Source: an optimization exercise on an open RTL-to-GDS flow (aim: small area and few clock cycles per item). Production flows keep margins and buffers that such runs may drop.
The RTL was checked by simulation tests, not by an equivalence proof against the original design.

== the baseline ==
==> flow/design.v <==
module perm( output wire [ 63 : 0 ] r,
              input wire [ 63 : 0 ] x );
  genvar j;
  generate
    for ( j = 0; j < 63; j = j + 1 ) begin : g
      assign r[ ( 16 * j ) % 63 ] = x[ j ];
    end
  endgenerate
  assign r[ 63 ] = x[ 63 ];
endmodule
module sbox( output wire [ 3 : 0 ] r,
              input wire [ 3 : 0 ] x );
  assign r[3] = (~x [ 3 ] & ~x [ 1 ] & ~x [ 0 ]) | (~x [ 3 ] & x [ 1 ] & x [ 0 ]) | 
                (~x [ 3 ] & x [ 2 ] & x [ 1 ]) | (x [ 3 ] & ~x [ 2 ] & x [ 1 ]) | 
                (x [ 3 ] & ~x [ 2 ] & x [ 0 ]);
  assign r[2] = (~x [ 3 ] & ~x [ 2 ] & ~x [ 1 ]) | (~x [ 2 ] & x [ 1 ] & ~x [ 0 ]) | 
                (x [ 3 ] & x [ 2 ] & ~x [ 1 ]) | (x [ 3 ] & ~x [ 1 ] & x [ 0 ]) | 
                (~x [ 3 ] & x [ 2 ] & x [ 1 ] & x [ 0 ]);             
  assign r[1] = (~x [ 3 ] & ~x [ 2 ] & x [ 1 ]) | (~x [ 3 ] & x [ 1 ] & ~x [ 0 ]) | 
                (x [ 3 ] & x [ 2 ] & x [ 0 ]) | (x [ 3 ] & ~x [ 2 ] & ~x [ 1 ]) | 
                (~x [ 2 ] & x [ 1 ] & ~x [ 0 ]);            
  assign r[0] = (~x [ 3 ] & ~x [ 2 ] & x [ 0 ]) | (~x [ 3 ] & x [ 1 ] & x [ 0 ]) | 
                (x [ 3 ] & x [ 2 ] & ~x [ 1 ] & x [ 0 ]) | (x [ 3 ] & ~x [ 2 ] & ~x [ 1 ] & ~x [ 0 ]) | 
                (~x [ 3 ] & x [ 2 ] & ~x [ 1 ] & ~x [ 0 ]) | (x [ 3 ] & x [ 1 ] & ~x [ 0 ]);  
endmodule
module sp_layer( output wire [ 63 : 0 ] r,
                  input wire [ 63 : 0 ] x );
  wire [ 63 : 0 ] s;
  genvar j;
  generate
    for ( j = 0; j < 16; j = j + 1 ) begin : g
      sbox sb( .r( s[ 4 * j +: 4 ] ), .x( x[ 4 * j +: 4 ] ) );
    end
  endgenerate
  perm p( .r( r ), .x( s ) );
endmodule
module key_schedule( output wire [ 79 : 0 ] r,
                      input wire [ 79 : 0 ] x,
                      input wire [  4 : 0 ] i );
  wire [ 79 : 0 ] t0;
  wire [  3 : 0 ] s;
  assign t0 = { x[ 18 : 0 ], x[ 79 : 19 ] };
  sbox sb( .r( s ), .x( t0[ 79 : 76 ] ) );
  assign r = { s, t0[ 75 : 20 ], t0[ 19 : 15 ] ^ i, t0[ 14 : 0 ] };
endmodule
module encrypt_v2(  input wire [ 80 - 1 : 0 ]   k,
                    input wire [ 64 - 1 : 0 ]   m,
                   output wire [ 64 - 1 : 0 ]   c,
                    input wire                  clk,
                    input wire                  req,
                   output wire                  ack );
  localparam LR = 2;             
  localparam R  = 1 << LR;
  localparam PW = 5 - LR;        
  reg [ 63 : 0 ]     state;      
  reg [ 79 : 0 ]     key;        
  reg [ PW - 1 : 0 ] phase;      
  reg                done;
  reg                load;       
  wire [ 79 : 0 ] kc [ 0 : R ];
  wire [ 63 : 0 ] xs [ 1 : R ];
  wire [ 63 : 0 ] sp0;
  wire [ PW - 1 : 0 ] phase_n = phase + 1'b1;
  assign kc[ 0 ] = load ? k : key;
  sp_layer sp( .r( sp0 ), .x( state ) );
  assign xs[ 1 ] = ( load ? m : sp0 ) ^ kc[ 0 ][ 79 : 16 ];
  genvar j;
  generate
    for ( j = 1; j < R; j = j + 1 ) begin : stage
      wire [ 63 : 0 ] t;
      key_schedule ks( .r( kc[ j ] ), .x( kc[ j - 1 ] ), .i( { phase, j[ LR - 1 : 0 ] } ) );
      sp_layer sp( .r( t ), .x( xs[ j ] ) );
      assign xs[ j + 1 ] = t ^ kc[ j ][ 79 : 16 ];
    end
  endgenerate
  key_schedule ksl( .r( kc[ R ] ), .x( kc[ R - 1 ] ), .i( { phase_n, { LR { 1'b0 } } } ) );
  always @( posedge clk ) begin
    if ( !done )
      state <= xs[ R ];
    key  <= kc[ R ];
    load <= !req;
    if ( !req ) begin
      phase <= 0;
      done  <= 1'b0;
    end else if ( !done ) begin
      phase <= phase_n;
      done  <= ( phase == { PW { 1'b1 } } );
    end
  end
  assign ack = done;
  assign c   = state;
endmodule
clock: 5.0 ns
lec_check: 0
cap_margin: 20
core_margin: 2
core_utilization: 40
place_density: 0.6
slew_margin: 20
run.sh (not shown) runs the stock make flow with config.mk's settings and CLKGATE_MAP_FILE= SYNTH_SCRIPT=/design/flow/synth_recipe.tcl, a recipe that flattens the netlist after the stock synthesis.
Testbench counts of the baseline, summed over its fixed seeds: cycles 4,600, items 512.
Edits applied to the flow inputs when going from the baseline to the candidate:
==> flow/flow/run.sh (new file) <==
#!/bin/bash
# Layout flow: the standard synthesis, then the combinational logic between the
# registers is re-mapped by ABC for area (the registers, their names and cell types stay
# as the standard synthesis made them), then the standard layout with 1x port buffers.
set -euo pipefail
W=$(pwd)
F=$W/flow
YOSYS=yosys
if [[ -x $FLOW_HOME/../tools/install/yosys/bin/yosys ]]; then
  YOSYS=$FLOW_HOME/../tools/install/yosys/bin/yosys
fi
LIB=$FLOW_HOME/platforms/$FLOW_PLATFORM/lib/sky130_fd_sc_hd__tt_025C_1v80.lib
R=$W/orfs/results/$FLOW_PLATFORM/encrypt_v2/base

bash standard.sh synth > $W/synth.log 2>&1
cp $R/1_2_yosys.v $W/standard_synth.v

# flip-flop cell types in the standard netlist stay black boxes
FFS=$(grep -oE 'sky130_fd_sc_hd__(dfxtp|edfxtp|dfrtp|dfstp|dfbbp|sdfxtp|dlxtp|conb)[a-z0-9_]*' $W/standard_synth.v | sort -u | tr '\n' ' ')
printf 'set_driving_cell sky130_fd_sc_hd__buf_1\nset_load 5\n' > $W/abc.constr
cat > $W/resyn.ys <<EOT
read_liberty -ignore_miss_func $LIB
setattr -mod -set keep_hierarchy 1 $FFS
read_verilog $W/standard_synth.v
hierarchy -top $FLOW_TOP
flatten
opt_clean
abc -script $F/resyn.abc -liberty $LIB -D 4000 -constr $W/abc.constr -dont_use sky130_fd_sc_hd__probe_p_8 -dont_use sky130_fd_sc_hd__probec_p_8 -dont_use sky130_fd_sc_hd__lpflow_*
opt_clean -purge
hierarchy -top $FLOW_TOP
stat -liberty $LIB
write_verilog -noattr -noexpr -nohex -nodec -selected $W/resyn_all.v
EOT
$YOSYS -s $W/resyn.ys > $W/resyn.log 2>&1
awk -v top="$FLOW_TOP" '$1=="module" && $2 ~ "^"top"\\(" {p=1} p{print} p && /^endmodule/{p=0}' $W/resyn_all.v > $W/resyn.v
grep -q "^module $FLOW_TOP(" $W/resyn.v
cp $W/resyn.v $R/1_2_yosys.v

bash standard.sh finish "BUFFER_PORTS_ARGS=-buffer_cell sky130_fd_sc_hd__buf_1" > $W/layout.log 2>&1
==> flow/flow/resyn.abc (new file) <==
strash
&get -n
&st
&dch
&nf -R 1000
&st
&dch
&nf -R 1000
&put
topo
stime -c
buffer -c
upsize -c
dnsize -c
==> flow/standard.sh (new file) <==
#!/bin/bash
# synth_recipe.tcl (not shown) runs the flow's synth.tcl, then flattens the netlist and writes it again
# the make line also repeats each setting of config.mk as NAME=value (left out here)
make -C /OpenROAD-flow-scripts/flow DESIGN_CONFIG=/design/flow/config.mk WORK_HOME=/design/flow/orfs CLKGATE_MAP_FILE= SYNTH_SCRIPT=/design/flow/synth_recipe.tcl "${@:-finish}"
removed: flow/run.sh
Findings:
Count of inverters other than clock inverters in the layout: the candidate vs the baseline up 34%. When the candidate is measured against the baseline, its transition time of the tightest slew-check pin turns out 0.058 ns higher. Summary of the comparison: buffer share of cell area is lower in the candidate, relative to the baseline. For the baseline, the critical path launch point was state[0]$_DFFE_PN_, unlike the candidate, where it was load$_DFF_P_.

-- separate check: timing with driven ports --
In the flow no input, the clock included, has a driving cell. The finished layouts below were timed again as built, in two steps.
Step 1: set_driving_cell puts a clkbuf_16 on clk and a buf_2 on each other input, an assumption about the parent block.
Step 2 adds t to the input delays and takes it off the output delays; t is the mean of the earliest and latest rising clock arrival at the registers after step 1. Input paths then give back, and output paths get back, about the clock's delay inside the block.
a / b / c = no drivers / after step 1 / after step 2; a / b = the first two.
| run | t, ns | setup slack, ns | worst setup path at the end | worst slew at a driven data input, ns | cell pins on the clock port's net |
|---|---|---|---|---|---|
| the baseline | 0.508 | 0.278 / 0.278 / -0.141 | input to register | 0.05 | 1 |
| the candidate | 0.506 | 0.237 / 0.237 / 0.170 | input to register | 0.05 | 1 |
Met with ideal ports but missed after step 2: setup timing in the baseline. The setup slack of the baseline, which loses most, moves by 0.000 ns with the drivers and by -0.419 ns with both steps.
